This is an optimization exercise on Yosys and OpenROAD, whose aim is small area and a short achievable clock period, not a production implementation.
Function was checked by simulation only, so behaviour that the tests miss may differ from the original.
Power figures rest on the tool's default switching activity, not on a simulated workload.

==> flow/design.v (outline; a module is shown in full before it is edited, if it fits) <==
// module rw_field: 15 lines
// module rwa_field: 16 lines
// module rws_field: 18 lines
// module afvip_au: 774 lines
// module afvip: 154 lines
module afvip #(
    parameter TP = 0
)(
    input            clk        ,
    input            rst_n      ,
    output           afvip_intr ,
    input            psel       ,
    input            penable    ,
    input     [15:0] paddr      ,
    input            pwrite     ,
    input     [31:0] pwdata     ,
    output           pready     ,
    output    [31:0] prdata     ,
    output           pslverr
);
  // ...
==> flow/flow/run.sh <==
#!/bin/bash
set -euo pipefail
export SETUP_SLACK_MARGIN=8.5
bash standard.sh finish > standard.log 2>&1
==> flow/standard.sh <==
#!/bin/bash
# synth_recipe.tcl (not shown) runs the flow's synth.tcl, then flattens the netlist and writes it again
# the make line also repeats each setting of config.mk as NAME=value (left out here)
make -C /OpenROAD-flow-scripts/flow DESIGN_CONFIG=/design/flow/config.mk WORK_HOME=/design/flow/orfs CLKGATE_MAP_FILE= SYNTH_SCRIPT=/design/flow/synth_recipe.tcl "${@:-finish}"
==> flow/config.mk <==
export PLATFORM = sky130hd
export DESIGN_NAME = afvip
export DESIGN_NICKNAME = afvip
export VERILOG_FILES = /design/flow/design.v
export SDC_FILE = /design/flow/constraint.sdc
export NUM_CORES = 8
export LEC_CHECK = 0
export ABC_AREA = 1
export CAP_MARGIN = 20
export CORE_MARGIN = 2
export CORE_UTILIZATION = 55
export PLACE_DENSITY = 0.65
export SLEW_MARGIN = 20
==> flow/constraint.sdc <==
create_clock -name core_clock -period 13.0 [get_ports {clk}]
set_input_delay 2.6000 -clock core_clock [delete_from_list [all_inputs] [get_ports {clk}]]
set_output_delay 2.6000 -clock core_clock [all_outputs]
set_load 0.01 [all_outputs]
==> results.py, run 1 <==
metrics = {
    "outcome": {
        "outcome": "complete, no violations",
    },
    "power": {
        "peakVddDrop_v": 0.000140,
        "powerDensity_nw_per_um2": 116,
    },
    "yosys": {
        "synth_edf_count": 1088,
        "synth_top_cell_by_area": "edfxtp_1",
        "muxShareOfSynthArea_pct": 0,
        "synth-xor-area-share_pct": 3.75,
        "synthAdderAreaFrac_pct": 7.13,
        "synth.most_common_cell": "nand2_1",
    },
    "critical_path": {
        "slowest_delay_ps": 570,
        "crit_family": "adder cells",
        "cp-startpoint": "st[21]",
        "path_depth": 11,
    },
    "finish": {
        "buffers": 411,
        "largest_class": "registers",
        "clkbuf_count": 194,
        "num-fill-cells": 9510,
        "layout_common_cells": "1,453 x nand2_1, 1,088 x edfxtp_1, 892 x nand3_1",
        "multi_input_area_sq_um": 26300,
        "area_growth_pct": 18.0,
    },
    "sta": {
        "max_freq_ghz": 0.219,
    },
    "job": {
        "cap_violations": 0,
    },
    "global_route": {
        "overflow": 0,
    },
    "clock_tree": {
        "clock-root-buffer": "clkbuf_16",
        "clkTransAtPathRegs_ps": 60,
    },
    "hold_path": {
        "holdPathEnd": "vld[7]",
    },
}
==> run 2: changes to the inputs <==
--- a/flow/design.v
+++ b/flow/design.v
@@ -331,503 +331,565 @@
   wire t264 = (((one[13] & a[4]) | (two[13] & a[3])) ^ neg[13]);
   wire t265 = (((one[13] & a[5]) | (two[13] & a[4])) ^ neg[13]);
   wire t266 = ((one[14] & a[0]) ^ neg[14]);
   wire t267 = (((one[14] & a[1]) | (two[14] & a[0])) ^ neg[14]);
   wire t268 = (((one[14] & a[2]) | (two[14] & a[1])) ^ neg[14]);
   wire t269 = (((one[14] & a[3]) | (two[14] & a[2])) ^ neg[14]);
   wire t270 = ((one[15] & a[0]) ^ neg[15]);
   wire t271 = (((one[15] & a[1]) | (two[15] & a[0])) ^ neg[15]);
-  wire t272 = t24 ^ t54 ^ t82;
-  wire t273 = (t24 & t54) | (t24 & t82) | (t54 & t82);
-  wire t274 = t25 ^ t55 ^ t83;
-  wire t275 = (t25 & t55) | (t25 & t83) | (t55 & t83);
-  wire t276 = t26 ^ t56 ^ t84;
-  wire t277 = (t26 & t56) | (t26 & t84) | (t56 & t84);
-  wire t278 = t110 ^ t134 ^ t156;
-  wire t279 = (t110 & t134) | (t110 & t156) | (t134 & t156);
-  wire t280 = t27 ^ t57 ^ t85;
-  wire t281 = (t27 & t57) | (t27 & t85) | (t57 & t85);
-  wire t282 = t111 ^ t135 ^ t157;
-  wire t283 = (t111 & t135) | (t111 & t157) | (t135 & t157);
-  wire t284 = t28 ^ t58 ^ t86;
-  wire t285 = (t28 & t58) | (t28 & t86) | (t58 & t86);
-  wire t286 = t112 ^ t136 ^ t158;
-  wire t287 = (t112 & t136) | (t112 & t158) | (t136 & t158);
-  wire t288 = t178 ^ t196 ^ t212;
-  wire t289 = (t178 & t196) | (t178 & t212) | (t196 & t212);
-  wire t290 = t29 ^ t59 ^ t87;
-  wire t291 = (t29 & t59) | (t29 & t87) | (t59 & t87);
-  wire t292 = t113 ^ t137 ^ t159;
-  wire t293 = (t113 & t137) | (t113 & t159) | (t137 & t159);
-  wire t294 = t179 ^ t197 ^ t213;
-  wire t295 = (t179 & t197) | (t179 & t213) | (t197 & t213);
-  wire t296 = t30 ^ t60 ^ t88;
-  wire t297 = (t30 & t60) | (t30 & t88) | (t60 & t88);
-  wire t298 = t114 ^ t138 ^ t160;
-  wire t299 = (t114 & t138) | (t114 & t160) | (t138 & t160);
-  wire t300 = t180 ^ t198 ^ t214;
-  wire t301 = (t180 & t198) | (t180 & t214) | (t198 & t214);
-  wire t302 = t228 ^ t240 ^ t250;
-  wire t303 = (t228 & t240) | (t228 & t250) | (t240 & t250);
-  wire t304 = t31 ^ t61 ^ t89;
-  wire t305 = t115 ^ t139 ^ t161;
-  wire t306 = t181 ^ t199 ^ t215;
-  wire t307 = t229 ^ t241 ^ t251;
-  wire t308 = t16 ^ t46 ^ t74;
-  wire t309 = (t16 & t46) | (t16 & t74) | (t46 & t74);
-  wire t310 = t17 ^ t47 ^ t75;
-  wire t311 = (t17 & t47) | (t17 & t75) | (t47 & t75);
-  wire t312 = t18 ^ t48 ^ t76;
-  wire t313 = (t18 & t48) | (t18 & t76) | (t48 & t76);
-  wire t314 = t102 ^ t126 ^ t148;
-  wire t315 = (t102 & t126) | (t102 & t148) | (t126 & t148);
-  wire t316 = t19 ^ t49 ^ t77;
-  wire t317 = (t19 & t49) | (t19 & t77) | (t49 & t77);
-  wire t318 = t103 ^ t127 ^ t149;
-  wire t319 = (t103 & t127) | (t103 & t149) | (t127 & t149);
-  wire t320 = t20 ^ t50 ^ t78;
-  wire t321 = (t20 & t50) | (t20 & t78) | (t50 & t78);
-  wire t322 = t104 ^ t128 ^ t150;
-  wire t323 = (t104 & t128) | (t104 & t150) | (t128 & t150);
-  wire t324 = t170 ^ t188 ^ t204;
-  wire t325 = (t170 & t188) | (t170 & t204) | (t188 & t204);
-  wire t326 = t21 ^ t51 ^ t79;
-  wire t327 = (t21 & t51) | (t21 & t79) | (t51 & t79);
-  wire t328 = t105 ^ t129 ^ t151;
-  wire t329 = (t105 & t129) | (t105 & t151) | (t129 & t151);
-  wire t330 = t171 ^ t189 ^ t205;
-  wire t331 = (t171 & t189) | (t171 & t205) | (t189 & t205);
-  wire t332 = t22 ^ t52 ^ t80;
-  wire t333 = (t22 & t52) | (t22 & t80) | (t52 & t80);
-  wire t334 = t106 ^ t130 ^ t152;
-  wire t335 = (t106 & t130) | (t106 & t152) | (t130 & t152);
-  wire t336 = t172 ^ t190 ^ t206;
-  wire t337 = (t172 & t190) | (t172 & t206) | (t190 & t206);
-  wire t338 = t220 ^ t232 ^ t242;
-  wire t339 = (t220 & t232) | (t220 & t242) | (t232 & t242);
-  wire t340 = t23 ^ t53 ^ t81;
-  wire t341 = (t23 & t53) | (t23 & t81) | (t53 & t81);
-  wire t342 = t107 ^ t131 ^ t153;
-  wire t343 = (t107 & t131) | (t107 & t153) | (t131 & t153);
-  wire t344 = t173 ^ t191 ^ t207;
-  wire t345 = (t173 & t191) | (t173 & t207) | (t191 & t207);
-  wire t346 = t221 ^ t233 ^ t243;
-  wire t347 = (t221 & t233) | (t221 & t243) | (t233 & t243);
-  wire t348 = t272 ^ t108 ^ t132;
-  wire t349 = (t272 & t108) | (t272 & t132) | (t108 & t132);
-  wire t350 = t154 ^ t174 ^ t192;
-  wire t351 = (t154 & t174) | (t154 & t192) | (t174 & t192);
-  wire t352 = t208 ^ t222 ^ t234;
-  wire t353 = (t208 & t222) | (t208 & t234) | (t222 & t234);
-  wire t354 = t244 ^ t252 ^ neg[12];
-  wire t355 = (t244 & t252) | (t244 & neg[12]) | (t252 & neg[12]);
-  wire t356 = t273 ^ t274 ^ t109;
-  wire t357 = (t273 & t274) | (t273 & t109) | (t274 & t109);
-  wire t358 = t133 ^ t155 ^ t175;
-  wire t359 = (t133 & t155) | (t133 & t175) | (t155 & t175);
-  wire t360 = t193 ^ t209 ^ t223;
-  wire t361 = (t193 & t209) | (t193 & t223) | (t209 & t223);
-  wire t362 = t235 ^ t245 ^ t253;
-  wire t363 = (t235 & t245) | (t235 & t253) | (t245 & t253);
-  wire t364 = t275 ^ t276 ^ t278;
-  wire t365 = (t275 & t276) | (t275 & t278) | (t276 & t278);
-  wire t366 = t176 ^ t194 ^ t210;
-  wire t367 = (t176 & t194) | (t176 & t210) | (t194 & t210);
-  wire t368 = t224 ^ t236 ^ t246;
-  wire t369 = (t224 & t236) | (t224 & t246) | (t236 & t246);
-  wire t370 = t254 ^ t260 ^ neg[13];
-  wire t371 = (t254 & t260) | (t254 & neg[13]) | (t260 & neg[13]);
-  wire t372 = t277 ^ t279 ^ t280;
-  wire t373 = (t277 & t279) | (t277 & t280) | (t279 & t280);
-  wire t374 = t282 ^ t177 ^ t195;
-  wire t375 = (t282 & t177) | (t282 & t195) | (t177 & t195);
-  wire t376 = t211 ^ t225 ^ t237;
-  wire t377 = (t211 & t225) | (t211 & t237) | (t225 & t237);
-  wire t378 = t247 ^ t255 ^ t261;
-  wire t379 = (t247 & t255) | (t247 & t261) | (t255 & t261);
-  wire t380 = t281 ^ t283 ^ t284;
-  wire t381 = (t281 & t283) | (t281 & t284) | (t283 & t284);
-  wire t382 = t286 ^ t288 ^ t226;
-  wire t383 = (t286 & t288) | (t286 & t226) | (t288 & t226);
-  wire t384 = t238 ^ t248 ^ t256;
-  wire t385 = (t238 & t248) | (t238 & t256) | (t248 & t256);
-  wire t386 = t262 ^ t266 ^ neg[14];
-  wire t387 = (t262 & t266) | (t262 & neg[14]) | (t266 & neg[14]);
-  wire t388 = t285 ^ t287 ^ t289;
-  wire t389 = (t285 & t287) | (t285 & t289) | (t287 & t289);
-  wire t390 = t290 ^ t292 ^ t294;
-  wire t391 = (t290 & t292) | (t290 & t294) | (t292 & t294);
-  wire t392 = t227 ^ t239 ^ t249;
-  wire t393 = (t227 & t239) | (t227 & t249) | (t239 & t249);
-  wire t394 = t257 ^ t263 ^ t267;
-  wire t395 = (t257 & t263) | (t257 & t267) | (t263 & t267);
-  wire t396 = t291 ^ t293 ^ t295;
-  wire t397 = (t291 & t293) | (t291 & t295) | (t293 & t295);
-  wire t398 = t296 ^ t298 ^ t300;
-  wire t399 = (t296 & t298) | (t296 & t300) | (t298 & t300);
-  wire t400 = t302 ^ t258 ^ t264;
-  wire t401 = (t302 & t258) | (t302 & t264) | (t258 & t264);
-  wire t402 = t268 ^ t270 ^ neg[15];
-  wire t403 = (t268 & t270) | (t268 & neg[15]) | (t270 & neg[15]);
-  wire t404 = t297 ^ t299 ^ t301;
-  wire t405 = t303 ^ t304 ^ t305;
-  wire t406 = t306 ^ t307 ^ t259;
-  wire t407 = t265 ^ t269 ^ t271;
-  wire t408 = t10 ^ t40 ^ t68;
-  wire t409 = (t10 & t40) | (t10 & t68) | (t40 & t68);
-  wire t410 = t11 ^ t41 ^ t69;
-  wire t411 = (t11 & t41) | (t11 & t69) | (t41 & t69);
-  wire t412 = t12 ^ t42 ^ t70;
-  wire t413 = (t12 & t42) | (t12 & t70) | (t42 & t70);
-  wire t414 = t96 ^ t120 ^ t142;
-  wire t415 = (t96 & t120) | (t96 & t142) | (t120 & t142);
-  wire t416 = t13 ^ t43 ^ t71;
-  wire t417 = (t13 & t43) | (t13 & t71) | (t43 & t71);
-  wire t418 = t97 ^ t121 ^ t143;
-  wire t419 = (t97 & t121) | (t97 & t143) | (t121 & t143);
-  wire t420 = t14 ^ t44 ^ t72;
-  wire t421 = (t14 & t44) | (t14 & t72) | (t44 & t72);
-  wire t422 = t98 ^ t122 ^ t144;
-  wire t423 = (t98 & t122) | (t98 & t144) | (t122 & t144);
-  wire t424 = t164 ^ t182 ^ neg[7];
-  wire t425 = (t164 & t182) | (t164 & neg[7]) | (t182 & neg[7]);
-  wire t426 = t15 ^ t45 ^ t73;
-  wire t427 = (t15 & t45) | (t15 & t73) | (t45 & t73);
-  wire t428 = t99 ^ t123 ^ t145;
-  wire t429 = (t99 & t123) | (t99 & t145) | (t123 & t145);
-  wire t430 = t165 ^ t183;
-  wire t431 = t165 & t183;
-  wire t432 = t308 ^ t100 ^ t124;
-  wire t433 = (t308 & t100) | (t308 & t124) | (t100 & t124);
-  wire t434 = t146 ^ t166 ^ t184;
-  wire t435 = (t146 & t166) | (t146 & t184) | (t166 & t184);
-  wire t436 = t200 ^ neg[8];
-  wire t437 = t200 & neg[8];
-  wire t438 = t309 ^ t310 ^ t101;
-  wire t439 = (t309 & t310) | (t309 & t101) | (t310 & t101);
-  wire t440 = t125 ^ t147 ^ t167;
-  wire t441 = (t125 & t147) | (t125 & t167) | (t147 & t167);
-  wire t442 = t185 ^ t201;
-  wire t443 = t185 & t201;
-  wire t444 = t311 ^ t312 ^ t314;
-  wire t445 = (t311 & t312) | (t311 & t314) | (t312 & t314);
-  wire t446 = t168 ^ t186 ^ t202;
-  wire t447 = (t168 & t186) | (t168 & t202) | (t186 & t202);
-  wire t448 = t216 ^ neg[9];
-  wire t449 = t216 & neg[9];
-  wire t450 = t313 ^ t315 ^ t316;
-  wire t451 = (t313 & t315) | (t313 & t316) | (t315 & t316);
-  wire t452 = t318 ^ t169 ^ t187;
-  wire t453 = (t318 & t169) | (t318 & t187) | (t169 & t187);
-  wire t454 = t203 ^ t217;
-  wire t455 = t203 & t217;
-  wire t456 = t317 ^ t319 ^ t320;
-  wire t457 = (t317 & t319) | (t317 & t320) | (t319 & t320);
-  wire t458 = t322 ^ t324 ^ t218;
-  wire t459 = (t322 & t324) | (t322 & t218) | (t324 & t218);
-  wire t460 = t230 ^ neg[10];
-  wire t461 = t230 & neg[10];
-  wire t462 = t321 ^ t323 ^ t325;
-  wire t463 = (t321 & t323) | (t321 & t325) | (t323 & t325);
-  wire t464 = t326 ^ t328 ^ t330;
-  wire t465 = (t326 & t328) | (t326 & t330) | (t328 & t330);
-  wire t466 = t219 ^ t231;
-  wire t467 = t219 & t231;
-  wire t468 = t327 ^ t329 ^ t331;
-  wire t469 = (t327 & t329) | (t327 & t331) | (t329 & t331);
-  wire t470 = t332 ^ t334 ^ t336;
-  wire t471 = (t332 & t334) | (t332 & t336) | (t334 & t336);
-  wire t472 = t338 ^ neg[11];
-  wire t473 = t338 & neg[11];
-  wire t474 = t333 ^ t335 ^ t337;
-  wire t475 = (t333 & t335) | (t333 & t337) | (t335 & t337);
-  wire t476 = t339 ^ t340 ^ t342;
-  wire t477 = (t339 & t340) | (t339 & t342) | (t340 & t342);
-  wire t478 = t344 ^ t346;
-  wire t479 = t344 & t346;
-  wire t480 = t341 ^ t343 ^ t345;
-  wire t481 = (t341 & t343) | (t341 & t345) | (t343 & t345);
-  wire t482 = t347 ^ t348 ^ t350;
-  wire t483 = (t347 & t348) | (t347 & t350) | (t348 & t350);
-  wire t484 = t352 ^ t354;
-  wire t485 = t352 & t354;
-  wire t486 = t349 ^ t351 ^ t353;
-  wire t487 = (t349 & t351) | (t349 & t353) | (t351 & t353);
-  wire t488 = t355 ^ t356 ^ t358;
-  wire t489 = (t355 & t356) | (t355 & t358) | (t356 & t358);
-  wire t490 = t360 ^ t362;
-  wire t491 = t360 & t362;
-  wire t492 = t357 ^ t359 ^ t361;
-  wire t493 = (t357 & t359) | (t357 & t361) | (t359 & t361);
-  wire t494 = t363 ^ t364 ^ t366;
-  wire t495 = (t363 & t364) | (t363 & t366) | (t364 & t366);
-  wire t496 = t368 ^ t370;
-  wire t497 = t368 & t370;
-  wire t498 = t365 ^ t367 ^ t369;
-  wire t499 = (t365 & t367) | (t365 & t369) | (t367 & t369);
-  wire t500 = t371 ^ t372 ^ t374;
-  wire t501 = (t371 & t372) | (t371 & t374) | (t372 & t374);
-  wire t502 = t376 ^ t378;
-  wire t503 = t376 & t378;
-  wire t504 = t373 ^ t375 ^ t377;
-  wire t505 = (t373 & t375) | (t373 & t377) | (t375 & t377);
-  wire t506 = t379 ^ t380 ^ t382;
-  wire t507 = (t379 & t380) | (t379 & t382) | (t380 & t382);
-  wire t508 = t384 ^ t386;
-  wire t509 = t384 & t386;
-  wire t510 = t381 ^ t383 ^ t385;
-  wire t511 = (t381 & t383) | (t381 & t385) | (t383 & t385);
-  wire t512 = t387 ^ t388 ^ t390;
-  wire t513 = (t387 & t388) | (t387 & t390) | (t388 & t390);
-  wire t514 = t392 ^ t394;
-  wire t515 = t392 & t394;
-  wire t516 = t389 ^ t391 ^ t393;
-  wire t517 = (t389 & t391) | (t389 & t393) | (t391 & t393);
-  wire t518 = t395 ^ t396 ^ t398;
-  wire t519 = (t395 & t396) | (t395 & t398) | (t396 & t398);
-  wire t520 = t400 ^ t402;
-  wire t521 = t400 & t402;
-  wire t522 = t397 ^ t399 ^ t401;
-  wire t523 = t403 ^ t404 ^ t405;
-  wire t524 = t406 ^ t407;
-  wire t525 = t4 ^ t34 ^ t62;
-  wire t526 = (t4 & t34) | (t4 & t62) | (t34 & t62);
-  wire t527 = t5 ^ t35 ^ t63;
-  wire t528 = (t5 & t35) | (t5 & t63) | (t35 & t63);
-  wire t529 = t6 ^ t36 ^ t64;
-  wire t530 = (t6 & t36) | (t6 & t64) | (t36 & t64);
-  wire t531 = t90 ^ neg[3] ^ c[6];
-  wire t532 = (t90 & neg[3]) | (t90 & c[6]) | (neg[3] & c[6]);
-  wire t533 = t7 ^ t37 ^ t65;
-  wire t534 = (t7 & t37) | (t7 & t65) | (t37 & t65);
-  wire t535 = t91 ^ c[7];
-  wire t536 = t91 & c[7];
-  wire t537 = t8 ^ t38 ^ t66;
-  wire t538 = (t8 & t38) | (t8 & t66) | (t38 & t66);
-  wire t539 = t92 ^ t116 ^ neg[4];
-  wire t540 = (t92 & t116) | (t92 & neg[4]) | (t116 & neg[4]);
-  wire t541 = t9 ^ t39 ^ t67;
-  wire t542 = (t9 & t39) | (t9 & t67) | (t39 & t67);
-  wire t543 = t93 ^ t117;
-  wire t544 = t93 & t117;
-  wire t545 = t408 ^ t94 ^ t118;
-  wire t546 = (t408 & t94) | (t408 & t118) | (t94 & t118);
-  wire t547 = t140 ^ neg[5];
-  wire t548 = t140 & neg[5];
-  wire t549 = t409 ^ t410 ^ t95;
-  wire t550 = (t409 & t410) | (t409 & t95) | (t410 & t95);
-  wire t551 = t119 ^ t141;
-  wire t552 = t119 & t141;
-  wire t553 = t411 ^ t412 ^ t414;
-  wire t554 = (t411 & t412) | (t411 & t414) | (t412 & t414);
-  wire t555 = t162 ^ neg[6];
-  wire t556 = t162 & neg[6];
-  wire t557 = t413 ^ t415 ^ t416;
-  wire t558 = (t413 & t415) | (t413 & t416) | (t415 & t416);
-  wire t559 = t418 ^ t163;
-  wire t560 = t418 & t163;
-  wire t561 = t417 ^ t419 ^ t420;
-  wire t562 = (t417 & t419) | (t417 & t420) | (t419 & t420);
-  wire t563 = t422 ^ t424;
-  wire t564 = t422 & t424;
-  wire t565 = t421 ^ t423 ^ t425;
-  wire t566 = (t421 & t423) | (t421 & t425) | (t423 & t425);
-  wire t567 = t426 ^ t428 ^ t430;
-  wire t568 = (t426 & t428) | (t426 & t430) | (t428 & t430);
-  wire t569 = t427 ^ t429 ^ t431;
-  wire t570 = (t427 & t429) | (t427 & t431) | (t429 & t431);
-  wire t571 = t432 ^ t434 ^ t436;
-  wire t572 = (t432 & t434) | (t432 & t436) | (t434 & t436);
-  wire t573 = t433 ^ t435 ^ t437;
-  wire t574 = (t433 & t435) | (t433 & t437) | (t435 & t437);
-  wire t575 = t438 ^ t440 ^ t442;
-  wire t576 = (t438 & t440) | (t438 & t442) | (t440 & t442);
-  wire t577 = t439 ^ t441 ^ t443;
-  wire t578 = (t439 & t441) | (t439 & t443) | (t441 & t443);
-  wire t579 = t444 ^ t446 ^ t448;
-  wire t580 = (t444 & t446) | (t444 & t448) | (t446 & t448);
-  wire t581 = t445 ^ t447 ^ t449;
-  wire t582 = (t445 & t447) | (t445 & t449) | (t447 & t449);
-  wire t583 = t450 ^ t452 ^ t454;
-  wire t584 = (t450 & t452) | (t450 & t454) | (t452 & t454);
-  wire t585 = t451 ^ t453 ^ t455;
-  wire t586 = (t451 & t453) | (t451 & t455) | (t453 & t455);
-  wire t587 = t456 ^ t458 ^ t460;
-  wire t588 = (t456 & t458) | (t456 & t460) | (t458 & t460);
-  wire t589 = t457 ^ t459 ^ t461;
-  wire t590 = (t457 & t459) | (t457 & t461) | (t459 & t461);
-  wire t591 = t462 ^ t464 ^ t466;
-  wire t592 = (t462 & t464) | (t462 & t466) | (t464 & t466);
-  wire t593 = t463 ^ t465 ^ t467;
-  wire t594 = (t463 & t465) | (t463 & t467) | (t465 & t467);
-  wire t595 = t468 ^ t470 ^ t472;
-  wire t596 = (t468 & t470) | (t468 & t472) | (t470 & t472);
-  wire t597 = t469 ^ t471 ^ t473;
-  wire t598 = (t469 & t471) | (t469 & t473) | (t471 & t473);
-  wire t599 = t474 ^ t476 ^ t478;
-  wire t600 = (t474 & t476) | (t474 & t478) | (t476 & t478);
-  wire t601 = t475 ^ t477 ^ t479;
-  wire t602 = (t475 & t477) | (t475 & t479) | (t477 & t479);
-  wire t603 = t480 ^ t482 ^ t484;
-  wire t604 = (t480 & t482) | (t480 & t484) | (t482 & t484);
-  wire t605 = t481 ^ t483 ^ t485;
-  wire t606 = (t481 & t483) | (t481 & t485) | (t483 & t485);
-  wire t607 = t486 ^ t488 ^ t490;
-  wire t608 = (t486 & t488) | (t486 & t490) | (t488 & t490);
-  wire t609 = t487 ^ t489 ^ t491;
-  wire t610 = (t487 & t489) | (t487 & t491) | (t489 & t491);
-  wire t611 = t492 ^ t494 ^ t496;
-  wire t612 = (t492 & t494) | (t492 & t496) | (t494 & t496);
-  wire t613 = t493 ^ t495 ^ t497;
-  wire t614 = (t493 & t495) | (t493 & t497) | (t495 & t497);
-  wire t615 = t498 ^ t500 ^ t502;
-  wire t616 = (t498 & t500) | (t498 & t502) | (t500 & t502);
-  wire t617 = t499 ^ t501 ^ t503;
-  wire t618 = (t499 & t501) | (t499 & t503) | (t501 & t503);
-  wire t619 = t504 ^ t506 ^ t508;
-  wire t620 = (t504 & t506) | (t504 & t508) | (t506 & t508);
-  wire t621 = t505 ^ t507 ^ t509;
-  wire t622 = (t505 & t507) | (t505 & t509) | (t507 & t509);
-  wire t623 = t510 ^ t512 ^ t514;
-  wire t624 = (t510 & t512) | (t510 & t514) | (t512 & t514);
-  wire t625 = t511 ^ t513 ^ t515;
-  wire t626 = (t511 & t513) | (t511 & t515) | (t513 & t515);
-  wire t627 = t516 ^ t518 ^ t520;
-  wire t628 = (t516 & t518) | (t516 & t520) | (t518 & t520);
-  wire t629 = t517 ^ t519 ^ t521;
-  wire t630 = t522 ^ t523 ^ t524;
-  assign r[0] = t0;
-  assign r[32] = neg[0];
-  assign r[64] = c[0];
+  wire t272 = t0 ^ neg[0] ^ c[0];
+  wire t273 = (t0 & neg[0]) | (t0 & c[0]) | (neg[0] & c[0]);
+  wire t274 = t2 ^ t32 ^ neg[1];
+  wire t275 = (t2 & t32) | (t2 & neg[1]) | (t32 & neg[1]);
+  wire t276 = t3 ^ t33 ^ c[3];
+  wire t277 = (t3 & t33) | (t3 & c[3]) | (t33 & c[3]);
+  wire t278 = t4 ^ t34 ^ t62;
+  wire t279 = (t4 & t34) | (t4 & t62) | (t34 & t62);
+  wire t280 = t5 ^ t35 ^ t63;
+  wire t281 = (t5 & t35) | (t5 & t63) | (t35 & t63);
+  wire t282 = t6 ^ t36 ^ t64;
+  wire t283 = (t6 & t36) | (t6 & t64) | (t36 & t64);
+  wire t284 = t90 ^ neg[3] ^ c[6];
+  wire t285 = (t90 & neg[3]) | (t90 & c[6]) | (neg[3] & c[6]);
+  wire t286 = t7 ^ t37 ^ t65;
+  wire t287 = (t7 & t37) | (t7 & t65) | (t37 & t65);
+  wire t288 = t8 ^ t38 ^ t66;
+  wire t289 = (t8 & t38) | (t8 & t66) | (t38 & t66);
+  wire t290 = t92 ^ t116 ^ neg[4];
+  wire t291 = (t92 & t116) | (t92 & neg[4]) | (t116 & neg[4]);
+  wire t292 = t9 ^ t39 ^ t67;
+  wire t293 = (t9 & t39) | (t9 & t67) | (t39 & t67);
+  wire t294 = t10 ^ t40 ^ t68;
+  wire t295 = (t10 & t40) | (t10 & t68) | (t40 & t68);
+  wire t296 = t94 ^ t118 ^ t140;
+  wire t297 = (t94 & t118) | (t94 & t140) | (t118 & t140);
+  wire t298 = t11 ^ t41 ^ t69;
+  wire t299 = (t11 & t41) | (t11 & t69) | (t41 & t69);
+  wire t300 = t95 ^ t119 ^ t141;
+  wire t301 = (t95 & t119) | (t95 & t141) | (t119 & t141);
+  wire t302 = t12 ^ t42 ^ t70;
+  wire t303 = (t12 & t42) | (t12 & t70) | (t42 & t70);
+  wire t304 = t96 ^ t120 ^ t142;
+  wire t305 = (t96 & t120) | (t96 & t142) | (t120 & t142);
+  wire t306 = t13 ^ t43 ^ t71;
+  wire t307 = (t13 & t43) | (t13 & t71) | (t43 & t71);
+  wire t308 = t97 ^ t121 ^ t143;
+  wire t309 = (t97 & t121) | (t97 & t143) | (t121 & t143);
+  wire t310 = t14 ^ t44 ^ t72;
+  wire t311 = (t14 & t44) | (t14 & t72) | (t44 & t72);
+  wire t312 = t98 ^ t122 ^ t144;
+  wire t313 = (t98 & t122) | (t98 & t144) | (t122 & t144);
+  wire t314 = t164 ^ t182 ^ neg[7];
+  wire t315 = (t164 & t182) | (t164 & neg[7]) | (t182 & neg[7]);
+  wire t316 = t15 ^ t45 ^ t73;
+  wire t317 = (t15 & t45) | (t15 & t73) | (t45 & t73);
+  wire t318 = t99 ^ t123 ^ t145;
+  wire t319 = (t99 & t123) | (t99 & t145) | (t123 & t145);
+  wire t320 = t16 ^ t46 ^ t74;
+  wire t321 = (t16 & t46) | (t16 & t74) | (t46 & t74);
+  wire t322 = t100 ^ t124 ^ t146;
+  wire t323 = (t100 & t124) | (t100 & t146) | (t124 & t146);
+  wire t324 = t166 ^ t184 ^ t200;
+  wire t325 = (t166 & t184) | (t166 & t200) | (t184 & t200);
+  wire t326 = t17 ^ t47 ^ t75;
+  wire t327 = (t17 & t47) | (t17 & t75) | (t47 & t75);
+  wire t328 = t101 ^ t125 ^ t147;
+  wire t329 = (t101 & t125) | (t101 & t147) | (t125 & t147);
+  wire t330 = t167 ^ t185 ^ t201;
+  wire t331 = (t167 & t185) | (t167 & t201) | (t185 & t201);
+  wire t332 = t18 ^ t48 ^ t76;
+  wire t333 = (t18 & t48) | (t18 & t76) | (t48 & t76);
+  wire t334 = t102 ^ t126 ^ t148;
+  wire t335 = (t102 & t126) | (t102 & t148) | (t126 & t148);
+  wire t336 = t168 ^ t186 ^ t202;
+  wire t337 = (t168 & t186) | (t168 & t202) | (t186 & t202);
+  wire t338 = t19 ^ t49 ^ t77;
+  wire t339 = (t19 & t49) | (t19 & t77) | (t49 & t77);
+  wire t340 = t103 ^ t127 ^ t149;
+  wire t341 = (t103 & t127) | (t103 & t149) | (t127 & t149);
+  wire t342 = t169 ^ t187 ^ t203;
+  wire t343 = (t169 & t187) | (t169 & t203) | (t187 & t203);
+  wire t344 = t20 ^ t50 ^ t78;
+  wire t345 = (t20 & t50) | (t20 & t78) | (t50 & t78);
+  wire t346 = t104 ^ t128 ^ t150;
+  wire t347 = (t104 & t128) | (t104 & t150) | (t128 & t150);
+  wire t348 = t170 ^ t188 ^ t204;
+  wire t349 = (t170 & t188) | (t170 & t204) | (t188 & t204);
+  wire t350 = t218 ^ t230 ^ neg[10];
+  wire t351 = (t218 & t230) | (t218 & neg[10]) | (t230 & neg[10]);
+  wire t352 = t21 ^ t51 ^ t79;
+  wire t353 = (t21 & t51) | (t21 & t79) | (t51 & t79);
+  wire t354 = t105 ^ t129 ^ t151;
+  wire t355 = (t105 & t129) | (t105 & t151) | (t129 & t151);
+  wire t356 = t171 ^ t189 ^ t205;
+  wire t357 = (t171 & t189) | (t171 & t205) | (t189 & t205);
+  wire t358 = t22 ^ t52 ^ t80;
+  wire t359 = (t22 & t52) | (t22 & t80) | (t52 & t80);
+  wire t360 = t106 ^ t130 ^ t152;
+  wire t361 = (t106 & t130) | (t106 & t152) | (t130 & t152);
+  wire t362 = t172 ^ t190 ^ t206;
+  wire t363 = (t172 & t190) | (t172 & t206) | (t190 & t206);
+  wire t364 = t220 ^ t232 ^ t242;
+  wire t365 = (t220 & t232) | (t220 & t242) | (t232 & t242);
+  wire t366 = t23 ^ t53 ^ t81;
+  wire t367 = (t23 & t53) | (t23 & t81) | (t53 & t81);
+  wire t368 = t107 ^ t131 ^ t153;
+  wire t369 = (t107 & t131) | (t107 & t153) | (t131 & t153);
+  wire t370 = t173 ^ t191 ^ t207;
+  wire t371 = (t173 & t191) | (t173 & t207) | (t191 & t207);
+  wire t372 = t221 ^ t233 ^ t243;
+  wire t373 = (t221 & t233) | (t221 & t243) | (t233 & t243);
+  wire t374 = t24 ^ t54 ^ t82;
+  wire t375 = (t24 & t54) | (t24 & t82) | (t54 & t82);
+  wire t376 = t108 ^ t132 ^ t154;
+  wire t377 = (t108 & t132) | (t108 & t154) | (t132 & t154);
+  wire t378 = t174 ^ t192 ^ t208;
+  wire t379 = (t174 & t192) | (t174 & t208) | (t192 & t208);
+  wire t380 = t222 ^ t234 ^ t244;
+  wire t381 = (t222 & t234) | (t222 & t244) | (t234 & t244);
+  wire t382 = t25 ^ t55 ^ t83;
+  wire t383 = (t25 & t55) | (t25 & t83) | (t55 & t83);
+  wire t384 = t109 ^ t133 ^ t155;
+  wire t385 = (t109 & t133) | (t109 & t155) | (t133 & t155);
+  wire t386 = t175 ^ t193 ^ t209;
+  wire t387 = (t175 & t193) | (t175 & t209) | (t193 & t209);
+  wire t388 = t223 ^ t235 ^ t245;
+  wire t389 = (t223 & t235) | (t223 & t245) | (t235 & t245);
+  wire t390 = t26 ^ t56 ^ t84;
+  wire t391 = (t26 & t56) | (t26 & t84) | (t56 & t84);
+  wire t392 = t110 ^ t134 ^ t156;
+  wire t393 = (t110 & t134) | (t110 & t156) | (t134 & t156);
+  wire t394 = t176 ^ t194 ^ t210;
+  wire t395 = (t176 & t194) | (t176 & t210) | (t194 & t210);
+  wire t396 = t224 ^ t236 ^ t246;
+  wire t397 = (t224 & t236) | (t224 & t246) | (t236 & t246);
+  wire t398 = t254 ^ t260 ^ neg[13];
+  wire t399 = (t254 & t260) | (t254 & neg[13]) | (t260 & neg[13]);
+  wire t400 = t27 ^ t57 ^ t85;
+  wire t401 = (t27 & t57) | (t27 & t85) | (t57 & t85);
+  wire t402 = t111 ^ t135 ^ t157;
+  wire t403 = (t111 & t135) | (t111 & t157) | (t135 & t157);
+  wire t404 = t177 ^ t195 ^ t211;
+  wire t405 = (t177 & t195) | (t177 & t211) | (t195 & t211);
+  wire t406 = t225 ^ t237 ^ t247;
+  wire t407 = (t225 & t237) | (t225 & t247) | (t237 & t247);
+  wire t408 = t28 ^ t58 ^ t86;
+  wire t409 = (t28 & t58) | (t28 & t86) | (t58 & t86);
+  wire t410 = t112 ^ t136 ^ t158;
+  wire t411 = (t112 & t136) | (t112 & t158) | (t136 & t158);
+  wire t412 = t178 ^ t196 ^ t212;
+  wire t413 = (t178 & t196) | (t178 & t212) | (t196 & t212);
+  wire t414 = t226 ^ t238 ^ t248;
+  wire t415 = (t226 & t238) | (t226 & t248) | (t238 & t248);
+  wire t416 = t256 ^ t262 ^ t266;
+  wire t417 = (t256 & t262) | (t256 & t266) | (t262 & t266);
+  wire t418 = t29 ^ t59 ^ t87;
+  wire t419 = (t29 & t59) | (t29 & t87) | (t59 & t87);
+  wire t420 = t113 ^ t137 ^ t159;
+  wire t421 = (t113 & t137) | (t113 & t159) | (t137 & t159);
+  wire t422 = t179 ^ t197 ^ t213;
+  wire t423 = (t179 & t197) | (t179 & t213) | (t197 & t213);
+  wire t424 = t227 ^ t239 ^ t249;
+  wire t425 = (t227 & t239) | (t227 & t249) | (t239 & t249);
+  wire t426 = t257 ^ t263 ^ t267;
+  wire t427 = (t257 & t263) | (t257 & t267) | (t263 & t267);
+  wire t428 = t30 ^ t60 ^ t88;
+  wire t429 = (t30 & t60) | (t30 & t88) | (t60 & t88);
+  wire t430 = t114 ^ t138 ^ t160;
+  wire t431 = (t114 & t138) | (t114 & t160) | (t138 & t160);
+  wire t432 = t180 ^ t198 ^ t214;
+  wire t433 = (t180 & t198) | (t180 & t214) | (t198 & t214);
+  wire t434 = t228 ^ t240 ^ t250;
+  wire t435 = (t228 & t240) | (t228 & t250) | (t240 & t250);
+  wire t436 = t258 ^ t264 ^ t268;
+  wire t437 = (t258 & t264) | (t258 & t268) | (t264 & t268);
+  wire t438 = t31 ^ t61 ^ t89;
+  wire t439 = t115 ^ t139 ^ t161;
+  wire t440 = t181 ^ t199 ^ t215;
+  wire t441 = t229 ^ t241 ^ t251;
+  wire t442 = t259 ^ t265 ^ t269;
+  wire t443 = t273 ^ t1 ^ c[1];
+  wire t444 = (t273 & t1) | (t273 & c[1]) | (t1 & c[1]);
+  wire t445 = t277 ^ t278 ^ neg[2];
+  wire t446 = (t277 & t278) | (t277 & neg[2]) | (t278 & neg[2]);
+  wire t447 = t279 ^ t280 ^ c[5];
+  wire t448 = (t279 & t280) | (t279 & c[5]) | (t280 & c[5]);
+  wire t449 = t281 ^ t282 ^ t284;
+  wire t450 = (t281 & t282) | (t281 & t284) | (t282 & t284);
+  wire t451 = t283 ^ t285 ^ t286;
+  wire t452 = (t283 & t285) | (t283 & t286) | (t285 & t286);
+  wire t453 = t287 ^ t288 ^ t290;
+  wire t454 = (t287 & t288) | (t287 & t290) | (t288 & t290);
+  wire t455 = t289 ^ t291 ^ t292;
+  wire t456 = (t289 & t291) | (t289 & t292) | (t291 & t292);
+  wire t457 = t293 ^ t294 ^ t296;
+  wire t458 = (t293 & t294) | (t293 & t296) | (t294 & t296);
+  wire t459 = t295 ^ t297 ^ t298;
+  wire t460 = (t295 & t297) | (t295 & t298) | (t297 & t298);
+  wire t461 = t299 ^ t301 ^ t302;
+  wire t462 = (t299 & t301) | (t299 & t302) | (t301 & t302);
+  wire t463 = t304 ^ t162 ^ neg[6];
+  wire t464 = (t304 & t162) | (t304 & neg[6]) | (t162 & neg[6]);
+  wire t465 = t303 ^ t305 ^ t306;
+  wire t466 = (t303 & t305) | (t303 & t306) | (t305 & t306);
+  wire t467 = t307 ^ t309 ^ t310;
+  wire t468 = (t307 & t309) | (t307 & t310) | (t309 & t310);
+  wire t469 = t311 ^ t313 ^ t315;
+  wire t470 = (t311 & t313) | (t311 & t315) | (t313 & t315);
+  wire t471 = t316 ^ t318 ^ t165;
+  wire t472 = (t316 & t318) | (t316 & t165) | (t318 & t165);
+  wire t473 = t317 ^ t319 ^ t320;
+  wire t474 = (t317 & t319) | (t317 & t320) | (t319 & t320);
+  wire t475 = t322 ^ t324 ^ neg[8];
+  wire t476 = (t322 & t324) | (t322 & neg[8]) | (t324 & neg[8]);
+  wire t477 = t321 ^ t323 ^ t325;
+  wire t478 = (t321 & t323) | (t321 & t325) | (t323 & t325);
+  wire t479 = t326 ^ t328 ^ t330;
+  wire t480 = (t326 & t328) | (t326 & t330) | (t328 & t330);
+  wire t481 = t327 ^ t329 ^ t331;
+  wire t482 = (t327 & t329) | (t327 & t331) | (t329 & t331);
+  wire t483 = t332 ^ t334 ^ t336;
+  wire t484 = (t332 & t334) | (t332 & t336) | (t334 & t336);
+  wire t485 = t333 ^ t335 ^ t337;
+  wire t486 = (t333 & t335) | (t333 & t337) | (t335 & t337);
+  wire t487 = t338 ^ t340 ^ t342;
+  wire t488 = (t338 & t340) | (t338 & t342) | (t340 & t342);
+  wire t489 = t339 ^ t341 ^ t343;
+  wire t490 = (t339 & t341) | (t339 & t343) | (t341 & t343);
+  wire t491 = t344 ^ t346 ^ t348;
+  wire t492 = (t344 & t346) | (t344 & t348) | (t346 & t348);
+  wire t493 = t345 ^ t347 ^ t349;
+  wire t494 = (t345 & t347) | (t345 & t349) | (t347 & t349);
+  wire t495 = t351 ^ t352 ^ t354;
+  wire t496 = (t351 & t352) | (t351 & t354) | (t352 & t354);
+  wire t497 = t356 ^ t219 ^ t231;
+  wire t498 = (t356 & t219) | (t356 & t231) | (t219 & t231);
+  wire t499 = t353 ^ t355 ^ t357;
+  wire t500 = (t353 & t355) | (t353 & t357) | (t355 & t357);
+  wire t501 = t358 ^ t360 ^ t362;
+  wire t502 = (t358 & t360) | (t358 & t362) | (t360 & t362);
+  wire t503 = t359 ^ t361 ^ t363;
+  wire t504 = (t359 & t361) | (t359 & t363) | (t361 & t363);
+  wire t505 = t365 ^ t366 ^ t368;
+  wire t506 = (t365 & t366) | (t365 & t368) | (t366 & t368);
+  wire t507 = t367 ^ t369 ^ t371;
+  wire t508 = (t367 & t369) | (t367 & t371) | (t369 & t371);
+  wire t509 = t373 ^ t374 ^ t376;
+  wire t510 = (t373 & t374) | (t373 & t376) | (t374 & t376);
+  wire t511 = t378 ^ t380 ^ t252;
+  wire t512 = (t378 & t380) | (t378 & t252) | (t380 & t252);
+  wire t513 = t375 ^ t377 ^ t379;
+  wire t514 = (t375 & t377) | (t375 & t379) | (t377 & t379);
+  wire t515 = t381 ^ t382 ^ t384;
+  wire t516 = (t381 & t382) | (t381 & t384) | (t382 & t384);
+  wire t517 = t386 ^ t388 ^ t253;
+  wire t518 = (t386 & t388) | (t386 & t253) | (t388 & t253);
+  wire t519 = t383 ^ t385 ^ t387;
+  wire t520 = (t383 & t385) | (t383 & t387) | (t385 & t387);
+  wire t521 = t389 ^ t390 ^ t392;
+  wire t522 = (t389 & t390) | (t389 & t392) | (t390 & t392);
+  wire t523 = t394 ^ t396 ^ t398;
+  wire t524 = (t394 & t396) | (t394 & t398) | (t396 & t398);
+  wire t525 = t391 ^ t393 ^ t395;
+  wire t526 = (t391 & t393) | (t391 & t395) | (t393 & t395);
+  wire t527 = t397 ^ t399 ^ t400;
+  wire t528 = (t397 & t399) | (t397 & t400) | (t399 & t400);
+  wire t529 = t402 ^ t404 ^ t406;
+  wire t530 = (t402 & t404) | (t402 & t406) | (t404 & t406);
+  wire t531 = t401 ^ t403 ^ t405;
+  wire t532 = (t401 & t403) | (t401 & t405) | (t403 & t405);
+  wire t533 = t407 ^ t408 ^ t410;
+  wire t534 = (t407 & t408) | (t407 & t410) | (t408 & t410);
+  wire t535 = t412 ^ t414 ^ t416;
+  wire t536 = (t412 & t414) | (t412 & t416) | (t414 & t416);
+  wire t537 = t409 ^ t411 ^ t413;
+  wire t538 = (t409 & t411) | (t409 & t413) | (t411 & t413);
+  wire t539 = t415 ^ t417 ^ t418;
+  wire t540 = (t415 & t417) | (t415 & t418) | (t417 & t418);
+  wire t541 = t420 ^ t422 ^ t424;
+  wire t542 = (t420 & t422) | (t420 & t424) | (t422 & t424);
+  wire t543 = t419 ^ t421 ^ t423;
+  wire t544 = (t419 & t421) | (t419 & t423) | (t421 & t423);
+  wire t545 = t425 ^ t427 ^ t428;
+  wire t546 = (t425 & t427) | (t425 & t428) | (t427 & t428);
+  wire t547 = t430 ^ t432 ^ t434;
+  wire t548 = (t430 & t432) | (t430 & t434) | (t432 & t434);
+  wire t549 = t436 ^ t270 ^ neg[15];
+  wire t550 = (t436 & t270) | (t436 & neg[15]) | (t270 & neg[15]);
+  wire t551 = t429 ^ t431 ^ t433;
+  wire t552 = t435 ^ t437 ^ t438;
+  wire t553 = t439 ^ t440 ^ t441;
+  wire t554 = t444 ^ t274 ^ c[2];
+  wire t555 = (t444 & t274) | (t444 & c[2]) | (t274 & c[2]);
+  wire t556 = t450 ^ t451 ^ t91;
+  wire t557 = (t450 & t451) | (t450 & t91) | (t451 & t91);
+  wire t558 = t454 ^ t455 ^ t93;
+  wire t559 = (t454 & t455) | (t454 & t93) | (t455 & t93);
+  wire t560 = t456 ^ t457 ^ neg[5];
+  wire t561 = (t456 & t457) | (t456 & neg[5]) | (t457 & neg[5]);
+  wire t562 = t458 ^ t459 ^ t300;
+  wire t563 = (t458 & t459) | (t458 & t300) | (t459 & t300);
+  wire t564 = t460 ^ t461 ^ t463;
+  wire t565 = (t460 & t461) | (t460 & t463) | (t461 & t463);
+  wire t566 = t462 ^ t464 ^ t465;
+  wire t567 = (t462 & t464) | (t462 & t465) | (t464 & t465);
+  wire t568 = t466 ^ t467 ^ t312;
+  wire t569 = (t466 & t467) | (t466 & t312) | (t467 & t312);
+  wire t570 = t468 ^ t469 ^ t471;
+  wire t571 = (t468 & t469) | (t468 & t471) | (t469 & t471);
+  wire t572 = t470 ^ t472 ^ t473;
+  wire t573 = (t470 & t472) | (t470 & t473) | (t472 & t473);
+  wire t574 = t474 ^ t476 ^ t477;
+  wire t575 = (t474 & t476) | (t474 & t477) | (t476 & t477);
+  wire t576 = t478 ^ t480 ^ t481;
+  wire t577 = (t478 & t480) | (t478 & t481) | (t480 & t481);
+  wire t578 = t483 ^ t216 ^ neg[9];
+  wire t579 = (t483 & t216) | (t483 & neg[9]) | (t216 & neg[9]);
+  wire t580 = t482 ^ t484 ^ t485;
+  wire t581 = (t482 & t484) | (t482 & t485) | (t484 & t485);
+  wire t582 = t486 ^ t488 ^ t489;
+  wire t583 = (t486 & t488) | (t486 & t489) | (t488 & t489);
+  wire t584 = t490 ^ t492 ^ t493;
+  wire t585 = (t490 & t492) | (t490 & t493) | (t492 & t493);
+  wire t586 = t494 ^ t496 ^ t498;
+  wire t587 = (t494 & t496) | (t494 & t498) | (t496 & t498);
+  wire t588 = t499 ^ t501 ^ t364;
+  wire t589 = (t499 & t501) | (t499 & t364) | (t501 & t364);
+  wire t590 = t500 ^ t502 ^ t503;
+  wire t591 = (t500 & t502) | (t500 & t503) | (t502 & t503);
+  wire t592 = t505 ^ t370 ^ t372;
+  wire t593 = (t505 & t370) | (t505 & t372) | (t370 & t372);
+  wire t594 = t504 ^ t506 ^ t507;
+  wire t595 = (t504 & t506) | (t504 & t507) | (t506 & t507);
+  wire t596 = t509 ^ t511 ^ neg[12];
+  wire t597 = (t509 & t511) | (t509 & neg[12]) | (t511 & neg[12]);
+  wire t598 = t508 ^ t510 ^ t512;
+  wire t599 = (t508 & t510) | (t508 & t512) | (t510 & t512);
+  wire t600 = t513 ^ t515 ^ t517;
+  wire t601 = (t513 & t515) | (t513 & t517) | (t515 & t517);
+  wire t602 = t514 ^ t516 ^ t518;
+  wire t603 = (t514 & t516) | (t514 & t518) | (t516 & t518);
+  wire t604 = t519 ^ t521 ^ t523;
+  wire t605 = (t519 & t521) | (t519 & t523) | (t521 & t523);
+  wire t606 = t520 ^ t522 ^ t524;
+  wire t607 = (t520 & t522) | (t520 & t524) | (t522 & t524);
+  wire t608 = t525 ^ t527 ^ t529;
+  wire t609 = (t525 & t527) | (t525 & t529) | (t527 & t529);
+  wire t610 = t526 ^ t528 ^ t530;
+  wire t611 = (t526 & t528) | (t526 & t530) | (t528 & t530);
+  wire t612 = t531 ^ t533 ^ t535;
+  wire t613 = (t531 & t533) | (t531 & t535) | (t533 & t535);
+  wire t614 = t532 ^ t534 ^ t536;
+  wire t615 = (t532 & t534) | (t532 & t536) | (t534 & t536);
+  wire t616 = t537 ^ t539 ^ t541;
+  wire t617 = (t537 & t539) | (t537 & t541) | (t539 & t541);
+  wire t618 = t538 ^ t540 ^ t542;
+  wire t619 = (t538 & t540) | (t538 & t542) | (t540 & t542);
+  wire t620 = t543 ^ t545 ^ t547;
+  wire t621 = (t543 & t545) | (t543 & t547) | (t545 & t547);
+  wire t622 = t544 ^ t546 ^ t548;
+  wire t623 = t550 ^ t551 ^ t552;
+  wire t624 = t553 ^ t442 ^ t271;
+  wire t625 = t555 ^ t275 ^ t276;
+  wire t626 = (t555 & t275) | (t555 & t276) | (t275 & t276);
+  wire t627 = t445 ^ c[4];
+  wire t628 = t445 & c[4];
+  wire t629 = t446 ^ t447;
+  wire t630 = t446 & t447;
+  wire t631 = t448 ^ t449;
+  wire t632 = t448 & t449;
+  wire t633 = t556 ^ c[7];
+  wire t634 = t556 & c[7];
+  wire t635 = t557 ^ t452 ^ t453;
+  wire t636 = (t557 & t452) | (t557 & t453) | (t452 & t453);
+  wire t637 = t558 ^ t117;
+  wire t638 = t558 & t117;
+  wire t639 = t559 ^ t560;
+  wire t640 = t559 & t560;
+  wire t641 = t561 ^ t562;
+  wire t642 = t561 & t562;
+  wire t643 = t563 ^ t564;
+  wire t644 = t563 & t564;
+  wire t645 = t565 ^ t566 ^ t308;
+  wire t646 = (t565 & t566) | (t565 & t308) | (t566 & t308);
+  wire t647 = t567 ^ t568 ^ t314;
+  wire t648 = (t567 & t568) | (t567 & t314) | (t568 & t314);
+  wire t649 = t569 ^ t570 ^ t183;
+  wire t650 = (t569 & t570) | (t569 & t183) | (t570 & t183);
+  wire t651 = t571 ^ t572 ^ t475;
+  wire t652 = (t571 & t572) | (t571 & t475) | (t572 & t475);
+  wire t653 = t573 ^ t574 ^ t479;
+  wire t654 = (t573 & t574) | (t573 & t479) | (t574 & t479);
+  wire t655 = t575 ^ t576 ^ t578;
+  wire t656 = (t575 & t576) | (t575 & t578) | (t576 & t578);
+  wire t657 = t577 ^ t579 ^ t580;
+  wire t658 = (t577 & t579) | (t577 & t580) | (t579 & t580);
+  wire t659 = t487 ^ t217;
+  wire t660 = t487 & t217;
+  wire t661 = t581 ^ t582 ^ t491;
+  wire t662 = (t581 & t582) | (t581 & t491) | (t582 & t491);
+  wire t663 = t583 ^ t584 ^ t495;
+  wire t664 = (t583 & t584) | (t583 & t495) | (t584 & t495);
+  wire t665 = t585 ^ t586 ^ t588;
+  wire t666 = (t585 & t586) | (t585 & t588) | (t586 & t588);
+  wire t667 = t587 ^ t589 ^ t590;
+  wire t668 = (t587 & t589) | (t587 & t590) | (t589 & t590);
+  wire t669 = t591 ^ t593 ^ t594;
+  wire t670 = (t591 & t593) | (t591 & t594) | (t593 & t594);
+  wire t671 = t595 ^ t597 ^ t598;
+  wire t672 = (t595 & t597) | (t595 & t598) | (t597 & t598);
+  wire t673 = t599 ^ t601 ^ t602;
+  wire t674 = (t599 & t601) | (t599 & t602) | (t601 & t602);
+  wire t675 = t603 ^ t605 ^ t606;
+  wire t676 = (t603 & t605) | (t603 & t606) | (t605 & t606);
+  wire t677 = t608 ^ t255 ^ t261;
+  wire t678 = (t608 & t255) | (t608 & t261) | (t255 & t261);
+  wire t679 = t607 ^ t609 ^ t610;
+  wire t680 = (t607 & t609) | (t607 & t610) | (t609 & t610);
+  wire t681 = t612 ^ neg[14];
+  wire t682 = t612 & neg[14];
+  wire t683 = t611 ^ t613 ^ t614;
+  wire t684 = (t611 & t613) | (t611 & t614) | (t613 & t614);
+  wire t685 = t616 ^ t426;
+  wire t686 = t616 & t426;
+  wire t687 = t615 ^ t617 ^ t618;
+  wire t688 = (t615 & t617) | (t615 & t618) | (t617 & t618);
+  wire t689 = t620 ^ t549;
+  wire t690 = t620 & t549;
+  wire t691 = t619 ^ t621 ^ t622;
+  wire t692 = t623 ^ t624;
+  assign r[0] = t272;
+  assign r[32] = 1'b0;
+  assign r[64] = 1'b0;
   assign r[96] = 1'b0;
-  assign r[1] = t1;
-  assign r[33] = c[1];
+  assign r[1] = t443;
+  assign r[33] = 1'b0;
   assign r[65] = 1'b0;
   assign r[97] = 1'b0;
-  assign r[2] = t2;
-  assign r[34] = t32;
-  assign r[66] = neg[1];
-  assign r[98] = c[2];
-  assign r[3] = t3;
-  assign r[35] = t33;
-  assign r[67] = c[3];
+  assign r[2] = t554;
+  assign r[34] = 1'b0;
+  assign r[66] = 1'b0;
+  assign r[98] = 1'b0;
+  assign r[3] = t625;
+  assign r[35] = 1'b0;
+  assign r[67] = 1'b0;
   assign r[99] = 1'b0;
-  assign r[4] = t525;
-  assign r[36] = neg[2];
-  assign r[68] = c[4];
+  assign r[4] = t626;
+  assign r[36] = t627;
+  assign r[68] = 1'b0;
   assign r[100] = 1'b0;
-  assign r[5] = t526;
-  assign r[37] = t527;
-  assign r[69] = c[5];
+  assign r[5] = t628;
+  assign r[37] = t629;
+  assign r[69] = 1'b0;
   assign r[101] = 1'b0;
-  assign r[6] = t528;
-  assign r[38] = t529;
-  assign r[70] = t531;
+  assign r[6] = t630;
+  assign r[38] = t631;
+  assign r[70] = 1'b0;
   assign r[102] = 1'b0;
-  assign r[7] = t530;
-  assign r[39] = t532;
-  assign r[71] = t533;
-  assign r[103] = t535;
-  assign r[8] = t534;
-  assign r[40] = t536;
-  assign r[72] = t537;
-  assign r[104] = t539;
-  assign r[9] = t538;
-  assign r[41] = t540;
-  assign r[73] = t541;
-  assign r[105] = t543;
-  assign r[10] = t542;
-  assign r[42] = t544;
-  assign r[74] = t545;
-  assign r[106] = t547;
-  assign r[11] = t546;
-  assign r[43] = t548;
-  assign r[75] = t549;
-  assign r[107] = t551;
-  assign r[12] = t550;
-  assign r[44] = t552;
-  assign r[76] = t553;
-  assign r[108] = t555;
-  assign r[13] = t554;
-  assign r[45] = t556;
-  assign r[77] = t557;
-  assign r[109] = t559;
-  assign r[14] = t558;
-  assign r[46] = t560;
-  assign r[78] = t561;
-  assign r[110] = t563;
-  assign r[15] = t562;
-  assign r[47] = t564;
-  assign r[79] = t565;
-  assign r[111] = t567;
-  assign r[16] = t566;
-  assign r[48] = t568;
-  assign r[80] = t569;
-  assign r[112] = t571;
-  assign r[17] = t570;
-  assign r[49] = t572;
-  assign r[81] = t573;
-  assign r[113] = t575;
-  assign r[18] = t574;
-  assign r[50] = t576;
-  assign r[82] = t577;
-  assign r[114] = t579;
-  assign r[19] = t578;
-  assign r[51] = t580;
-  assign r[83] = t581;
-  assign r[115] = t583;
-  assign r[20] = t582;
-  assign r[52] = t584;
-  assign r[84] = t585;
-  assign r[116] = t587;
-  assign r[21] = t586;
-  assign r[53] = t588;
-  assign r[85] = t589;
-  assign r[117] = t591;
-  assign r[22] = t590;
-  assign r[54] = t592;
-  assign r[86] = t593;
-  assign r[118] = t595;
-  assign r[23] = t594;
-  assign r[55] = t596;
-  assign r[87] = t597;
-  assign r[119] = t599;
-  assign r[24] = t598;
-  assign r[56] = t600;
-  assign r[88] = t601;
-  assign r[120] = t603;
-  assign r[25] = t602;
-  assign r[57] = t604;
-  assign r[89] = t605;
-  assign r[121] = t607;
-  assign r[26] = t606;
-  assign r[58] = t608;
-  assign r[90] = t609;
-  assign r[122] = t611;
-  assign r[27] = t610;
-  assign r[59] = t612;
-  assign r[91] = t613;
-  assign r[123] = t615;
-  assign r[28] = t614;
-  assign r[60] = t616;
-  assign r[92] = t617;
-  assign r[124] = t619;
-  assign r[29] = t618;
-  assign r[61] = t620;
-  assign r[93] = t621;
-  assign r[125] = t623;
-  assign r[30] = t622;
-  assign r[62] = t624;
-  assign r[94] = t625;
-  assign r[126] = t627;
-  assign r[31] = t626;
-  assign r[63] = t628;
-  assign r[95] = t629;
-  assign r[127] = t630;
+  assign r[7] = t632;
+  assign r[39] = t633;
+  assign r[71] = 1'b0;
+  assign r[103] = 1'b0;
+  assign r[8] = t634;
+  assign r[40] = t635;
+  assign r[72] = 1'b0;
+  assign r[104] = 1'b0;
+  assign r[9] = t636;
+  assign r[41] = t637;
+  assign r[73] = 1'b0;
+  assign r[105] = 1'b0;
+  assign r[10] = t638;
+  assign r[42] = t639;
+  assign r[74] = 1'b0;
+  assign r[106] = 1'b0;
+  assign r[11] = t640;
+  assign r[43] = t641;
+  assign r[75] = 1'b0;
+  assign r[107] = 1'b0;
+  assign r[12] = t642;
+  assign r[44] = t643;
+  assign r[76] = 1'b0;
+  assign r[108] = 1'b0;
+  assign r[13] = t644;
+  assign r[45] = t645;
+  assign r[77] = t163;
+  assign r[109] = 1'b0;
+  assign r[14] = t646;
+  assign r[46] = t647;
+  assign r[78] = 1'b0;
+  assign r[110] = 1'b0;
+  assign r[15] = t648;
+  assign r[47] = t649;
+  assign r[79] = 1'b0;
+  assign r[111] = 1'b0;
+  assign r[16] = t650;
+  assign r[48] = t651;
+  assign r[80] = 1'b0;
+  assign r[112] = 1'b0;
+  assign r[17] = t652;
+  assign r[49] = t653;
+  assign r[81] = 1'b0;
+  assign r[113] = 1'b0;
+  assign r[18] = t654;
+  assign r[50] = t655;
+  assign r[82] = 1'b0;
+  assign r[114] = 1'b0;
+  assign r[19] = t656;
+  assign r[51] = t657;
+  assign r[83] = t659;
+  assign r[115] = 1'b0;
+  assign r[20] = t658;
+  assign r[52] = t660;
+  assign r[84] = t661;
+  assign r[116] = t350;
+  assign r[21] = t662;
+  assign r[53] = t663;
+  assign r[85] = t497;
+  assign r[117] = 1'b0;
+  assign r[22] = t664;
+  assign r[54] = t665;
+  assign r[86] = neg[11];
+  assign r[118] = 1'b0;
+  assign r[23] = t666;
+  assign r[55] = t667;
+  assign r[87] = t592;
+  assign r[119] = 1'b0;
+  assign r[24] = t668;
+  assign r[56] = t669;
+  assign r[88] = t596;
+  assign r[120] = 1'b0;
+  assign r[25] = t670;
+  assign r[57] = t671;
+  assign r[89] = t600;
+  assign r[121] = 1'b0;
+  assign r[26] = t672;
+  assign r[58] = t673;
+  assign r[90] = t604;
+  assign r[122] = 1'b0;
+  assign r[27] = t674;
+  assign r[59] = t675;
+  assign r[91] = t677;
+  assign r[123] = 1'b0;
+  assign r[28] = t676;
+  assign r[60] = t678;
+  assign r[92] = t679;
+  assign r[124] = t681;
+  assign r[29] = t680;
+  assign r[61] = t682;
+  assign r[93] = t683;
+  assign r[125] = t685;
+  assign r[30] = t684;
+  assign r[62] = t686;
+  assign r[94] = t687;
+  assign r[126] = t689;
+  assign r[31] = t688;
+  assign r[63] = t690;
+  assign r[95] = t691;
+  assign r[127] = t692;
 endmodule
 `timescale 1ns/1ps
 module afvip #(
     parameter TP = 0
 )(
     input            clk        ,
     input            rst_n      ,
     output           afvip_intr ,
==> flow/flow/run.sh (replaced) <==
#!/bin/bash
# Standard layout (the standard.sh: standard synthesis, floorplan, placement, CTS, routing), with
#  - clock tree sink clusters of up to 25 flip-flops and no dummy loads (a smaller clock tree).
set -euo pipefail
export SETUP_SLACK_MARGIN=8.5
export CTS_ARGS="-sink_clustering_enable -repair_clock_nets -dont_use_dummy_load -sink_clustering_size 25 -sink_clustering_max_diameter 80"
bash standard.sh finish > standard.log 2>&1
==> results.py, run 2 <==
metrics = {
    "floorplanning": {
        "dieArea_sq_um": 122000,
        "coreArea_sq_um": 118000,
        "initial_core_util_pct": 55.6,
        "die_y_microns": 350,
        "ios": 88,
        "fp-row-count": 126,
        "die_w_microns": 350,
    },
    "critical_path": {
        "criticalPathCategory": "in -> reg",
        "slowest_delay_ps": 240,
        "crit_required_ps": 13540,
        "worstPathCellList": "buf_8 > nor2_4 > nand3_4 > buf_6 > nor2_4 > buf_6 > buf_6 > nand4_1 > nand2_8 > buf_16 > buf_12 > buf_6 > nand3_2 > nand2_1 > nor2_1 > nand2_1 > nor2_2 > nand3_2 > nand2_1 > nand2_1",
        "crit_family": "simple AND/OR/NAND/NOR gates",
        "rr_startpoint": "st[19]",
        "cp-end-kind": "flop",
        "start_kind": "primary input",
        "worst-endpoint-arrival_ps": 5140,
        "cp-startpoint": "paddr[1]",
        "path_max_fanout": 7,
        "path_buf_inv": 7,
        "crit_slowest_cell": "nor2_4",
    },
    "finish": {
        "layout.nets": 7017,
        "largest_reg_flops": 1024,
        "drive_gt1_share_pct": 14.7,
        "utilization_pct": 63.9,
        "final_common_cell": "nand2_1",
        "top_regs": "wreg x1024, st x83",
        "regMostFlops": "wreg",
        "design_area_sq_um": 75700,
        "instances_no_fill": 8283,
        "layout_common_cells": "1,338 x nand2_1, 1,088 x edfxtp_1, 900 x nand3_1",
        "num-fill-cells": 9476,
        "area_growth_pct": 15.0,
    },
    "global_route": {
        "antenna_found_initial": 12,
        "grt_max_degree": 75,
        "grt_pass1_vias": 50800,
        "grt.total_usage_pct": 45.6,
        "grt_pass1_wl_mm": 388,
        "overflow": 0,
    },
    "sta": {
        "fin_crit_sh_pct": 35.4,
        "finClkSkew_ps": 141,
        "report.final.slew_viol_count": 0,
        "fin_crit_ps": 4600,
        "final_hold_viol_count": 0,
        "slew_headroom_pct": 20.9,
        "finalSetupTns_ps": 0,
        "worst_slew_pin_slew_ps": 1190,
        "max_freq_ghz": 0.217,
        "finalSetupViolCount": 0,
        "rsz0062_at_grt": "yes",
    },
    "yosys": {
        "synthCells": 6462,
        "netlist_area_sq_um": 65800,
        "yosys-top-cells-count": "1,436 x nand2_1, 1,088 x edfxtp_1, 952 x nand3_1, 571 x nor2_1, 485 x inv_1",
        "avgSynthCellArea_sq_um": 10.2,
        "synthArstFlopShare_pct": 5.48,
        "seq_area_frac_synth_pct": 57.0,
        "synthDistinctLibCells": 57,
        "syn_nets": 6800,
        "synth_edf_count": 1088,
        "ys_warn_count": 1,
        "synth.most_common_cell": "nand2_1",
        "synthFlopType": "edfxtp_1",
        "synth_top_area_share_pct": 49.7,
        "synth-seq-cells": 1313,
        "synth_top_cell_by_area": "edfxtp_1",
        "yosys-top-cells-area": "edfxtp_1 50%, nand2_1 8.2%, nand3_1 7.2%",
    },
    "drt": {
        "routed_via_density": 6.56,
        "highest_layer": "met5",
        "antenna_left": 0,
        "met2WireLength_mm": 124,
        "drt-initial-drc-count": 9018,
        "wl_met3_mm": 39.0,
        "first_pass_iters": 7,
        "wl_per_cell_microns": 34.2,
        "met1_length_mm": 92.3,
        "wirelength_mm": 284,
        "drc": 0,
        "vias": 54300,
    },
    "clock_tree": {
        "numCtsBuffers": 71,
        "clock-sinks": 1313,
        "clkTransAtPathRegs_ps": 80,
        "clock_latency_ps": 760,
        "hold_buffers": 0,
        "htree_levels": 3,
        "cts_buffer_depth": 3,
        "cts_tree": "yes",
        "clock-root-buffer": "clkbuf_16",
    },
    "hold_path": {
        "min-delay-start": "vld[17]",
        "hold_class": "reg -> reg",
    },
    "power": {
        "clkPwrFrac_pct": 32.5,
        "p_total_uw": 7180,
        "p_int_uw": 5590,
        "peakVddDrop_v": 0.000108,
        "power_frac_comb_pct": 4.3,
        "p_seq_share_pct": 63.1,
        "p_leak_uw": 0.0303,
        "p_switching_uw": 1590,
        "powerDensity_nw_per_um2": 94.8,
        "switching_share_pct": 22.1,
    },
    "job": {
        "cap_violations": 0,
    },
    "outcome": {
        "outcome": "complete, no violations",
    },
    "placement": {
        "portBuffers": 86,
        "dpl.cell_count": 7993,
        "place_area_sq_um": 68700,
        "place_hpwl_mm": 177,
        "globalplace.congestion": 1.01,
    },
}
[run 2: power groups by stage]
stage	Combinational (uW)	Clock, uW	Sequential [uW]
4_1_cts	274	2320	4530
5_1_grt	315	2450	4530
2_1_floorplan	90.5	0	4610
6_report	310	2330	4530
3_5_place_dp	227	0	4620
3_3_place_gp	227	0	4620
[run 2: cell families (layout without fill, tap and decap cells)]
kind of cell / after synthesis / after routing / synth area share (%)
other: 1 / 7 / 0.00570
XOR/XNOR: 294 / 294 / 3.91
flip-flops: 1313 / 1313 / 57.0
buffers and inverters: 842 / 1050 / 5.43
AO/OA/AOI/OAI: 542 / 542 / 4.94
adder cells (fa/ha/maj): 285 / 285 / 7.70
AND/OR/NAND/NOR: 3185 / 3192 / 21.0
[run 2: per-layer routing]
layer	up-vias	global-route usage, %
met5	-	0
met4	8	35.1
met3	1165	12.8
met2	4745	69.7
met1	26100	54.9
li1	22300	-
[run 2: final timing paths]
path	depth (start not counted)	slack, ps	endpoint
setup / recovery	20	8400	opa[29]
hold / removal	1	460	vld[17]
max in group asynchronous	2	9910	mul
min in group asynchronous	1	1760	vld[27]
setup reg to reg	11	8520	wreg[508]
hold reg to reg	1	460	vld[17]
[run 2: through the flow]
stage               setup WS (ps)  hold WS, ps
detailed placement           5750          452
CTS                          8470          465
global placement             5680          448
finish                       8400          462
global route                 8400          478
floorplan                    8580          432
[run 2: area by class of cell]
type / instances / area [sq um] / area share, %
Antenna cell: 6 / 15.0 / 0.0198
Tap cell: 1600 / 2000 / 2.64
Inverter: 522 / 2140 / 2.83
Multi-Input combinational cell: 4314 / 27000 / 35.6
Timing Repair Buffer: 453 / 5220 / 6.90
Clock buffer: 71 / 1780 / 2.35
Sequential cell: 1313 / 37500 / 49.6
Timing Repair inverter: 4 / 41.3 / 0.0545
[run 2: timing repair]
item	in CTS	in global routing
buffers inserted	122	50
pin swaps	66	124
endpoints found under the setup margin	349	165
cloned	30	10
hold endpoints to repair	0	0
resized for setup	499	251

## static timing again, ports no longer ideal
No port has a modelled driver above. Below, the same layouts with a new extraction and two added sets of constraints.
Step 1 sets driving cells, clkbuf_16 on the clock port and buf_2 on the other inputs (assumed; they add their load-dependent delay and slew).
Step 2 also shifts input and output timing later by t, the mid clock arrival at the registers, as if the neighbouring blocks saw the same clock.
Three values: no drivers, after step 1, after step 2; two values: the first two.
| run | shift t [ns] | setup WS [ns] | worst hold slack (ns) | worst setup path after step 2 |
|---|---|---|---|---|
| run 1 | 0.877 | 8.437 / 8.410 / 7.542 | 0.465 / 0.465 / 0.465 | input to register |
| run 2 | 0.771 | 8.397 / 8.304 / 7.533 | 0.462 / 0.462 / 0.462 | input to register |
After both steps setup and hold are still met in every run listed. For run 1, which loses most, drivers alone change the setup slack by -0.027 ns; drivers and shift together by -0.895 ns.
